Source: an optimization exercise on an open RTL-to-GDS flow (aim: small area, a short achievable clock period and few clock cycles per item). Production flows keep margins and buffers that such runs may drop. Function was not checked in any run shown here: the RTL went through the layout flow alone.

## flow/flow/run.sh

```bash
#!/bin/bash
set -euo pipefail
bash standard.sh SETUP_SLACK_MARGIN=6.5 finish > standard_flow.log 2>&1
```

## flow/config.mk

```make
export PLATFORM = sky130hd
export DESIGN_NAME = riscv_m_unit
export DESIGN_NICKNAME = riscv_m_unit
export VERILOG_FILES = /design/flow/design.v
export SDC_FILE = /design/flow/constraint.sdc
export NUM_CORES = 4
export LEC_CHECK = 0
export CAP_MARGIN = 20
export CORE_MARGIN = 2
export CORE_UTILIZATION = 40
export SLEW_MARGIN = 20
export TNS_END_PERCENT = 100
```

## flow/design.v

```verilog
module riscv_m_unit(
    input  logic        clk,
    input  logic        resetn,
    input  logic        valid,
    input  logic [31:0] instruction,
    input  logic [31:0] rs1,
    input  logic [31:0] rs2,
    output logic        wr,
    output logic [31:0] rd,
    output logic        busy,
    output logic        ready
);
localparam logic [36:0] QV = 37'd12289;
localparam logic [3:0] S_IDLE  = 4'd0,
                       S_START = 4'd1,
                       S_MUL   = 4'd2,
                       S_MFIN  = 4'd3,
                       S_NEGX  = 4'd4,
                       S_DIV   = 4'd6,
                       S_FIN   = 4'd7,
                       S_RFIX  = 4'd8,
                       S_FIXS  = 4'd9,
                       S_MQ3   = 4'd10,
                       S_MQSUB = 4'd11,
                       S_DONE  = 4'd12;
function automatic [4:0] hipos(input logic [31:0] v);
    integer i;
    hipos = 5'd0;
    for (i = 0; i < 32; i = i + 1)
        if (v[i]) hipos = i[4:0];
endfunction
function automatic [2:0] m3add(input logic [2:0] a, input logic [2:0] b);
    m3add[0] = (a[0] & b[0]) | (a[1] & b[2]) | (a[2] & b[1]);
    m3add[1] = (a[0] & b[1]) | (a[1] & b[0]) | (a[2] & b[2]);
    m3add[2] = (a[0] & b[2]) | (a[1] & b[1]) | (a[2] & b[0]);
endfunction
function automatic [16:0] div3(input logic [15:0] y);
    logic [2:0]  m [0:7];
    logic [2:0]  r [0:8];
    logic [2:0]  m54, m32, m10, m3210;
    logic [1:0]  d;
    logic [15:0] q;
    integer k;
    for (k = 0; k < 8; k = k + 1) begin
        d = y[2*k +: 2];
        m[k] = {d == 2'd2, d == 2'd1, (d == 2'd0) | (d == 2'd3)};
    end
    m54   = m3add(m[5], m[4]);
    m32   = m3add(m[3], m[2]);
    m10   = m3add(m[1], m[0]);
    m3210 = m3add(m32, m10);
    r[8] = 3'b001;
    r[7] = m[7];
    r[6] = m3add(m[7], m[6]);
    r[5] = m3add(r[6], m[5]);
    r[4] = m3add(r[6], m54);
    r[3] = m3add(r[4], m[3]);
    r[2] = m3add(r[4], m32);
    r[1] = m3add(r[2], m[1]);
    r[0] = m3add(r[4], m3210);
    for (k = 0; k < 8; k = k + 1) begin
        d = y[2*k +: 2];
        q[2*k+1] = (r[k+1][1] & d[1]) | r[k+1][2];
        q[2*k]   = (r[k+1][0] & (d == 2'd3)) | (r[k+1][1] & ~d[1]) | (r[k+1][2] & (d != 2'd0));
    end
    div3 = {r[0][2], r[0][1], q[14:0]};
endfunction
function automatic [2:0] bsel(input logic [2:0] d);
    case (d)
        3'b001, 3'b010: bsel = 3'b100;
        3'b011:         bsel = 3'b010;
        3'b100:         bsel = 3'b011;
        3'b101, 3'b110: bsel = 3'b101;
        default:        bsel = 3'b000;
    endcase
endfunction
localparam logic [3:0] OP_MUL  = 4'd0,
                       OP_MUL0 = 4'd1,    
                       OP_ADDM = 4'd2,    
                       OP_SUBM = 4'd3,    
                       OP_NEGH = 4'd4,    
                       OP_NEGX = 4'd5,    
                       OP_NEGL = 4'd6,    
                       OP_DIV  = 4'd7,    
                       OP_RFIX = 4'd8,    
                       OP_ADDQ = 4'd9,    
                       OP_MFIN = 4'd10;   
logic [3:0]  st, nst, op_n;
logic        rdy_q, busy_q, rsel;
logic [33:0] H;
logic [32:0] X;
logic [31:0] L;
logic [4:0]  cnt;
logic [2:0]  f3;
logic        cust;
logic        sn, sd;
logic [4:0]  php, pxp;       
logic        k_dneg;         
logic        k_q1, k_x, k_h, k_l, k_q, k_ainv, k_bn;
logic [2:0]  k_b0, k_b1;         
logic [2:0]  b0_n, b1_n;
wire acc_m  = (instruction[6:0] == 7'b0110011) && (instruction[31:25] == 7'b0000001);
wire acc_c  = (instruction[6:0] == 7'b0001011);
wire accept = valid && (acc_m || acc_c);
wire op_mulq = cust & f3[1];
wire op_mulc = op_mulq | (~cust & ~f3[2]);     
wire op_div  = ~cust & f3[2];
wire div_q   = ~f3[1];           
wire mul_lo  = ~cust & (f3 == 3'd0);
wire mulhu   = ~cust & (f3 == 3'd3);
wire sn_i = rs1[31] & ~instruction[12];
wire sd_i = rs2[31] & ~instruction[12];
wire [5:0] sdiff = {1'b0, php} + {5'd0, sn} - {1'b0, pxp};
wire dz  = (X[31:0] == 32'd0);
wire qz  = sdiff[5];
wire [32:0] xsh = X << sdiff[4:0];
wire need_neg = div_q ? (sn ^ sd) : sn;
wire dstart = (st == S_START) & op_div;
wire        mul_now = (st == S_MUL) | ((st == S_START) & op_mulc);
wire [4:0]  lim     = op_mulq ? 5'd4 : 5'd8;
wire [4:0]  cnt_n   = cnt + 5'd1;
wire        mul_end = mul_now & (cnt_n == lim);
wire [36:0] xs      = {{4{X[32] & op_mulc}}, X};
wire [16:0] d3 = div3({H[11:0], L[31:28]});
wire         inv0   = k_bn | k_dneg | k_b0[0];
wire [36:0]  hs     = {{3{H[33]}}, H};
wire [36:0]  add_a  = ((hs & {37{k_h}}) | ({5'd0, L} & {37{k_l}})) ^ {37{k_ainv}};
wire [36:0]  add_b0 = ((xs & {37{k_x | k_b0[2]}}) | ({xs[35:0], 1'b0} & {37{k_b0[1]}})
                     | (QV & {37{k_q}})) ^ {37{inv0}};
wire [36:0]  add_b1 = (({xs[34:0], 2'b00} & {37{k_b1[2]}}) | ({xs[33:0], 3'b000} & {37{k_b1[1]}})
                     | (QV & {37{k_q1}})) ^ {37{k_b1[0] | k_q1}};
wire         c0     = inv0 | k_ainv;
wire         c1     = k_b1[0] | k_q1;
wire [36:0]  csa_s  = add_a ^ add_b0 ^ add_b1;
wire [36:0]  csa_c  = (add_a & add_b0) | (add_a & add_b1) | (add_b0 & add_b1);
wire [37:0]  sum_x  = {csa_s, c1} + {csa_c[35:0], c0, c1};
wire [36:0]  S      = sum_x[37:1];
wire         s_neg  = S[36];
wire         q_neg  = S[16];
always_comb begin
    nst = st;
    case (st)
        S_IDLE:  nst = accept ? S_START : S_IDLE;
        S_START: begin
            if (cust & ~f3[1]) nst = q_neg ? S_FIXS : S_DONE;
            else if (op_div)   nst = (dz | qz) ? S_DONE : (sd ? S_NEGX : S_DIV);
        end
        S_NEGX:  nst = S_DIV;
        S_MFIN:  nst = S_DONE;
        S_DIV:   if (cnt == 5'd0) nst = div_q ? (need_neg ? S_FIN : S_DONE) : S_RFIX;
        S_RFIX:  nst = sn ? S_FIN : S_DONE;
        S_FIN:   nst = S_DONE;
        S_FIXS:  nst = q_neg ? S_FIXS : S_DONE;
        S_MQ3:   nst = S_MQSUB;
        S_MQSUB: nst = q_neg ? S_FIXS : S_DONE;
        S_DONE:  nst = S_IDLE;
        default: nst = S_IDLE;
    endcase
    if (mul_now)
        nst = mul_end ? (op_mulq ? S_MQ3 : ((mulhu & L[3]) ? S_MFIN : S_DONE)) : S_MUL;
end
always_comb begin
    op_n = OP_ADDQ;
    b0_n = 3'b000;
    b1_n = 3'b000;
    case (st)
        S_IDLE: begin
            if (instruction[3] ? instruction[13] : ~instruction[14]) begin
                op_n = OP_MUL0;
                b0_n = bsel({rs1[1:0], 1'b0});
                b1_n = bsel(rs1[3:1]);
            end else if (instruction[3])
                op_n = instruction[12] ? OP_SUBM : OP_ADDM;
            else
                op_n = OP_NEGH;
        end
        S_START: begin
            if (op_div)        op_n = sd ? OP_NEGX : OP_DIV;
            else if (op_mulc) begin
                op_n = OP_MUL;
                b0_n = bsel(L[5:3]);
                b1_n = bsel(L[7:5]);
            end
        end
        S_MUL: begin
            if (mul_end) op_n = OP_MFIN;
            else begin
                op_n = OP_MUL;
                b0_n = bsel(L[5:3]);
                b1_n = bsel(L[7:5]);
            end
        end
        S_NEGX:  op_n = OP_DIV;
        S_DIV:   op_n = (cnt == 5'd0) ? (div_q ? OP_NEGL : OP_RFIX) : OP_DIV;
        S_RFIX:  op_n = OP_NEGH;
        S_MQ3:   op_n = OP_SUBM;
        default: op_n = OP_ADDQ;
    endcase
end
always_ff @(posedge clk) begin
    k_b0   <= b0_n;
    k_b1   <= b1_n;
    k_h    <= (op_n != OP_MUL0) & (op_n != OP_NEGX) & (op_n != OP_NEGL);
    k_q1   <= (op_n == OP_ADDM);
    k_x    <= (op_n == OP_ADDM) | (op_n == OP_SUBM) | (op_n == OP_NEGX) | (op_n == OP_DIV)
            | ((op_n == OP_RFIX) & s_neg) | (op_n == OP_MFIN);
    k_l    <= (op_n == OP_NEGL);
    k_q    <= (op_n == OP_ADDQ);
    k_ainv <= (op_n == OP_NEGH) | (op_n == OP_NEGL);
    k_bn   <= (op_n == OP_SUBM) | (op_n == OP_NEGX);
    k_dneg <= (op_n == OP_DIV) & ((st == S_DIV) ? ~s_neg : 1'b1);
end
always_ff @(posedge clk or negedge resetn) begin
    if (!resetn) begin
        st     <= S_IDLE;
        rdy_q  <= 1'b0;
        busy_q <= 1'b0;
    end else begin
        st     <= nst;
        rdy_q  <= (nst == S_DONE);
        busy_q <= (nst != S_IDLE) && (nst != S_DONE);
    end
end
always_ff @(posedge clk)
    rsel <= mul_lo | (op_div & div_q & (st != S_FIN));
always_ff @(posedge clk) begin
    if (st == S_IDLE) begin
        H    <= {2'b00, rs1};
        X    <= {rs2[31] & ~instruction[3] & (instruction[14] ? ~instruction[12] : ~instruction[13]), rs2};
        php  <= hipos(rs1 ^ {32{sn_i}});
        pxp  <= hipos(rs2 ^ {32{sd_i}});
        L    <= rs1;
        f3   <= instruction[14:12];
        cust <= instruction[3];
        sn   <= sn_i;
        sd   <= sd_i;
        cnt  <= 5'd0;
    end
    if (mul_now) begin
        cnt  <= cnt_n;
        H    <= {S[36], S[36:4]};
        L    <= {S[3:0], L[31:4]};
    end
    if (dstart) begin
        L   <= dz ? 32'hffffffff : 32'd0;
        cnt <= sdiff[4:0];
        X   <= xsh;
        if (sn & ~dz & ~qz) H <= {2'b00, S[31:0]};
    end
    case (st)
        S_START: if (cust & ~f3[1]) H <= S[33:0];
        S_NEGX:  X <= S[32:0];
        S_DIV: begin
            H <= S[33:0];
            L <= {L[30:0], ~s_neg};
            if (cnt != 5'd0) begin
                X   <= {1'b0, X[32:1]};
                cnt <= cnt - 5'd1;
            end
        end
        S_MFIN, S_RFIX, S_FIN, S_FIXS, S_MQSUB: H <= S[33:0];
        S_MQ3: begin
            H <= {20'd0, d3[16:15], L[27:16]};
            X <= {18'd0, d3[14:0]};
        end
        default: ;
    endcase
end
assign rd    = rsel ? L : H[31:0];
assign ready = rdy_q;
assign wr    = rdy_q;
assign busy  = busy_q;
endmodule
```

## flow/constraint.sdc

```tcl
create_clock -name core_clock -period 11.0 [get_ports {clk}]
set_input_delay 2.2000 -clock core_clock [delete_from_list [all_inputs] [get_ports {clk}]]
set_output_delay 2.2000 -clock core_clock [all_outputs]
set_load 0.01 [all_outputs]
```

## flow/standard.sh

```bash
#!/bin/bash
# synth_recipe.tcl (not shown) runs the flow's synth.tcl, then flattens the netlist and writes it again
# the make line also repeats each setting of config.mk as NAME=value (left out here)
make -C /OpenROAD-flow-scripts/flow DESIGN_CONFIG=/design/flow/config.mk WORK_HOME=/design/flow/orfs CLKGATE_MAP_FILE= SYNTH_SCRIPT=/design/flow/synth_recipe.tcl "${@:-finish}"
```

==> metrics.yaml, run 1 <==
ys_types: 83
path_clk_slew_ns: 0.07
r2r_cells: 17
syn_inst: 2330
ys_warn_count: 3
grt_remaining_overflow: 0
synth-async-reset-ratio_pct: 4.255
hold_start: "f3[0]"
start_util_pct: 40.72
hold_violations: 0
placedInstanceArea_um2: 18630
required_ns: 11.22
r2r_start: "k_b0[0]"
synth_top_family_by_area: "compound AO/OA/AOI/OAI gates"
maxSlewViolCount: 0
worst_pin_slew_ns: 1.025
cts_tree: "built"
yosysMostFrequentCell: "nand2_1"
dieArea_um2: 44670
cts-root-buf: "clkbuf_16"
hold_buffers: 0
synth_area_um2: 17200
grt_start_max_net_pins: 77
synth_fp_nets: 2548
routabilityCongestion: 0.9482
crit_family: "compound AO/OA/AOI/OAI gates"
slowest_stage: "fa_1"
path_common_cell: "o21ai_2"
finClkSkew_ns: 0.02516
yosysTopAreaCell: "dfxtp_1"
clk_latency_ns: 0.48
dp_hpwl_mm: 53.15
numCtsBuffers: 17
rsz0062_at_grt: "yes"
die_y_um: 211.3
slew_headroom_pct: 31.51
drtPass1Iterations: 7
grt.total_usage_pct: 31.62
synthAdderAreaFrac_pct: 10.32
synthMuxAreaShare_pct: 5.377
htreeDepth: 4
period_share_pct: 41.89
drt.antenna.violating_nets: 0
fp.dieW_um: 211.3
period_minus_slack_ns: 4.608
hold_depth: 1
fin_util_pct: 47.01
cp_cell_sequence: "nor3_4, clkbuf_16, xnor2_2, fa_1, inv_1, ha_1, o21a_1, o21ai_2, a21boi_2, o2111ai_2, a2111oi_4, nor2_4, o31a_1, o22a_1, a31oi_4, o21ai_2, a31o_1"
synth-seq-cells: 141
synth_top_area_share_pct: 10.13
io_pins: 134
wl_per_cell_um: 25.04
grt_pass1_vias: 17150
setup_tns_ns: 0
yosys-top-cells-area: "dfxtp_1, edfxtp_1, nand2_1"
final_nets: 2547
layout-drive-gt1-share_pct: 8.668
hold_path_end: "rsel"
io_buffers: 118
cap_violations: 0
synthTopCellsByCount: "nand2_1, clkbuf_1, o21ai_0, inv_1, nor2_1"
status: "no timing/DRC/antenna violations"
antenna_found_initial: 0
synthSimpleGateAreaFrac_pct: 19.15
finalSetupViolCount: 0
grt_pass1_wl_mm: 107.4
wl_mm: 72.14
crit_path_end_kind: "register"
synth.avg_cell_area_um2: 7.380
synth-xor-area-share_pct: 7.589
rrSetupSlack_ns: 6.39
synth_edf_count: 48
r2r_end: "L[0]"
core_um2: 42230
critical_path_class: "register to register"
cpPeakStageDelay_ns: 0.59
cts_buffer_depth: 2
cts.sink_count: 141
rows: 75
start_kind: "register"
hp-class: "register to register"
synth-compound-area-share_pct: 30.64
crit_fanout: 18
drtIter0Drc: 2155
vias: 18394
num_antenna_cells: 0
clock.fmax_ghz: 0.2170
crit_buf_inv: 2
ys.flop_type: "dfxtp_1"
ys_seq_area_share_pct: 19.38
syn_to_final_growth_pct: 15.43
drc: 0
design_area_um2: 19850
via_per_inst: 6.385
cp.arrival_ns: 4.83
cell type report:
type | count | area (um^2)
Fill cell | 4226 | 22380
Tap cell | 539 | 674.4
Sequential cell | 141 | 3337
Clock buffer | 17 | 425.4
Multi-Input combinational cell | 1849 | 12920
Clock inverter | 15 | 173.9
Inverter | 145 | 548.0
Timing Repair Buffer | 175 | 1767
cell families (layout without fill, tap and decap cells):
kind of cell | count (synthesis) | after routing
AOI/OAI and AO/OA | 764 | 764
xor gates and xnor gates | 149 | 149
adders and majority gates | 119 | 119
buffers and inverters | 340 | 352
DFF | 141 | 141
muxes | 84 | 84
and+or+nand+nor | 733 | 733
metrics by stage:
| stage | hold WS, ns | setup WS (ns) | cells |
|---|---|---|---|
| 3_3_place_gp | 0.4961 | 5.608 | 2826 |
| 5_1_grt | 0.5782 | 6.220 | 2881 |
| 4_1_cts | 0.5294 | 6.436 | 2862 |
| 6_report | 0.5251 | 6.392 | 2881 |
| 3_5_place_dp | 0.5156 | 5.588 | 2826 |
| 2_1_floorplan | 0.4538 | 6.505 | 2330 |
cells in the final DEF (no fill, tap or decap), types with 39 or more instances in the layout:
cell / instances
a21o_1: 56
a21oi_1: 117
a22oi_1: 112
a311oi_1: 39
buf_4: 40
clkdlybuf4s50_1: 105
dfxtp_1: 84
edfxtp_1: 48
ha_1: 76
inv_1: 142
mux2i_1: 53
nand2_1: 339
nand3_1: 54
nor2_1: 131
nor3_1: 45
o21ai_0: 147
xnor2_1: 89
xor2_1: 46
flip-flops by register name, indices dropped and copies added (netlist names), 4 cells and up:
signal	flops
L	32
X	33
cnt	5
st	4
H	34
pxp	5
php	5
metal layers:
metal | GRT usage (%) | share of wire (%) | vias up
met3 | 5.459 | 9.0 | 151
met2 | 48.70 | 44 | 960
met5 | 0 | 0 | -
met1 | 43.41 | 42 | 8819
met4 | 13.82 | 4.8 | 0
li1 | - | - | 8464
worst max-delay path by stage:
stage,from,endpoint,slack (ns),cells after the start
floorplan,k_b1[0],L[0],6.50,18
global placement,instruction[12],pxp[0],5.61,13
detailed placement,instruction[12],pxp[0],5.59,13
CTS,k_b0[2],H[31],6.44,18
global route,k_x,L[0],6.22,18
finish,k_b0[0],L[0],6.39,17
worst reg2reg max path: stages (launching register included):
cell and delay (ns):
dfxtp_1 0.32, nor3_4 0.23, clkbuf_16 0.27, xnor2_2 0.12
fa_1 0.59, inv_1 0.06, ha_1 0.28, o21a_1 0.14
o21ai_2 0.07, a21boi_2 0.21, o2111ai_2 0.21, a2111oi_4 0.53
nor2_4 0.12, o31a_1 0.35, o22a_1 0.25, a31oi_4 0.26
o21ai_2 0.10, a31o_1 0.25
timing repair:
action	CTS	global route
resized for setup	34	73
pin swaps	7	30
setup endpoints to repair	46	50
buffers inserted	4	15
gates cloned	0	4
==> run 2: changes to the inputs <==
==> flow/flow/run.sh (replaced) <==
#!/bin/bash
set -euo pipefail
bash standard.sh 'BUFFER_PORTS_ARGS=-buffer_cell sky130_fd_sc_hd__buf_2' SETUP_SLACK_MARGIN=6.5 finish > standard_flow.log 2>&1
==> metrics.yaml, run 2 <==
status: "no timing/DRC/antenna violations"
syn_inst: 2330
ys_types: 83
htreeDepth: 4
finalSetupViolCount: 0
via_per_inst: 6.437
crit_path_end_kind: "register"
io_buffers: 118
cp.arrival_ns: 4.69
worst_pin_slew_ns: 1.035
cts-root-buf: "clkbuf_16"
rows: 75
core_um2: 42230
grt_remaining_overflow: 0
period_share_pct: 40.79
final_nets: 2540
hold_buffers: 0
nFillCells: 4286
rsz0062_at_grt: "yes"
largest_register: "H"
clk_latency_ns: 0.46
crit_fanout: 8
mostFrequentLayoutCell: "nand2_1"
die_y_um: 211.3
numCtsBuffers: 17
grt_pass1_wl_mm: 106.8
cap_violations: 0
setup_tns_ns: 0
mostFrequentLayoutCells: "nand2_1, o21ai_0, inv_1"
fp.dieW_um: 211.3
vias: 18501
cts.sink_count: 141
synth-seq-cells: 141
slew_headroom_pct: 30.86
layout-drive-gt1-share_pct: 13.45
start_kind: "register"
largest_register_ffs: 34
drtIter0Drc: 2096
ys_seq_area_share_pct: 19.38
path_clk_slew_ns: 0.06
yosys-top-cells-area: "dfxtp_1, edfxtp_1, nand2_1"
drtPass1Iterations: 6
reg_top3: "H (34), X (33), L (32)"
seqCellArea_um2: 3338
required_ns: 11.21
syn_to_final_growth_pct: 11.95
synth-async-reset-ratio_pct: 4.255
hold_violations: 0
grt_pass1_vias: 17054
dieArea_um2: 44670
drc: 0
yosysMostFrequentCell: "nand2_1"
holdWs_ns: 0.5126
synth_edf_count: 48
multi_input_area_um2: 12980
antenna_found_initial: 0
yosysTopAreaCell: "dfxtp_1"
drt.antenna.violating_nets: 0
ys.flop_type: "dfxtp_1"
start_util_pct: 40.72
critical_path_class: "register to register"
ys_warn_count: 3
grt_start_max_net_pins: 76
synth_area_um2: 17200
synth_top_area_share_pct: 10.13
cts_buffer_depth: 2
period_minus_slack_ns: 4.487
finClkSkew_ns: 0.01588
dp_hpwl_mm: 53.45
clock.fmax_ghz: 0.2229
cts_tree: "built"
synthTopCellsByCount: "nand2_1, clkbuf_1, o21ai_0, inv_1, nor2_1"
synth.avg_cell_area_um2: 7.380
hp-class: "register to register"
synth_fp_nets: 2548
rrSetupSlack_ns: 6.51
wl_per_cell_um: 24.93
io_pins: 134
grt.total_usage_pct: 31.58
wl_mm: 71.64
routabilityCongestion: 0.9863
maxSlewViolCount: 0
num_antenna_cells: 0
## run 2: cell count changes in the layout (fill, tap and decap cells not counted), moves of 3 or more
cell and delta:
buf_2 +117, clkdlybuf4s50_1 -105, dlymetal6s2s_1 -9, ha_1 -6
inv_8 -5, ha_2 +4, bufinv_16 +3, clkbuf_16 -3
o21ai_1 -3
## run 2: metrics by stage
stage | setup WS [ns] | cells | util [%] | cell area, um^2
after floorplan | 6.505 | 2330 | - | 17200
after global placement | 5.932 | 2824 | 42.69 | 18030
after detailed placement | 5.917 | 2824 | 42.69 | 18030
after CTS | 6.446 | 2866 | 44.80 | 18920
after global routing | 6.368 | 2874 | 45.59 | 19250
final | 6.513 | 2874 | 45.59 | 19250
## run 2: per-layer routing
layer  vias to the layer above  track usage [%]  share of wire (%)
met1                      8911            42.29                 42
met5                         -                0                  0
met2                       999            49.01                 44
met4                         0            14.96                4.8
met3                       155            5.993                9.1
li1                       8436                -                  -
## run 2: layout make-up
cell class | count | area share [%]
Inverter | 145 | 2.847
Tap cell | 539 | 3.503
Multi-Input combinational cell | 1849 | 67.41
Timing Repair Buffer | 168 | 5.674
Sequential cell | 141 | 17.34
Clock inverter | 13 | 0.9813
Clock buffer | 19 | 2.249
## run 2: logic make-up (layout without fill, tap and decap cells)
group | after synthesis | after routing | synth area share [%]
buffers and inverters | 340 | 345 | 7.545
adder cells (fa/ha/maj) | 119 | 119 | 10.32
flip-flops | 141 | 141 | 19.38
multiplexers | 84 | 84 | 5.377
XOR/XNOR | 149 | 149 | 7.589
AND/OR/NAND/NOR | 733 | 733 | 19.15
AO/OA/AOI/OAI | 764 | 764 | 30.64
## run 2: repair_timing
| action | in CTS | in global routing |
|---|---|---|
| resized for setup | 31 | 53 |
| pin swaps | 14 | 28 |
| setup buffers | 8 | 8 |
| setup endpoints to repair | 46 | 47 |
| hold endpoints to repair | 0 | 0 |
| cloned | 2 | 0 |
## run 2: worst max-delay path, stage by stage (launching register included)
cell	delay, ns
dfxtp_1	0.72
a21oi_4	0.13
xnor2_2	0.16
fa_1	0.53
inv_1	0.05
ha_1	0.26
o21a_1	0.13
o21ai_2	0.07
a21boi_2	0.25
o2111ai_4	0.18
a2111oi_4	0.36
buf_4	0.20
nor2_4	0.06
o31a_1	0.29
o22a_1	0.24
a31oi_4	0.24
o21ai_2	0.09
a31o_1	0.25
## run 2: final timing paths
kind,start,endpoint,cells past startpoint
setup / recovery,X[0],L[0],17
hold / removal,f3[0],rsel,1
setup reg to reg,X[0],L[0],17
hold reg to reg,f3[0],rsel,1
max in group asynchronous,resetn,busy_q,1
min in group asynchronous,resetn,st[3],1

port drivers added, routing unchanged:
No port has a modelled driver above. Below, the same layouts with a new extraction and two added sets of constraints. Step 1 sets driving cells, clkbuf_16 on the clock port and buf_2 on the other inputs (assumed; they add their load-dependent delay and slew). Step 2 times the ports against the registers' clock, not the clock port: input delays grow and output delays shrink by t, the midpoint of the rising clock arrivals with the driver on. Three values: no drivers, after step 1, after step 2; two values: the first two.
| run | shift t [ns] | slack for setup (ns) | worst setup path after step 2 |
|---|---|---|---|
| run 1 | 0.516 | 6.392 / 6.392 / 6.179 | input to register |
| run 2 | 0.501 | 6.513 / 6.513 / 6.219 | input to register |
After both steps every run listed still meets setup and hold. For run 2, which loses most, drivers alone change the setup slack by 0.000 ns; drivers and shift together by -0.294 ns.
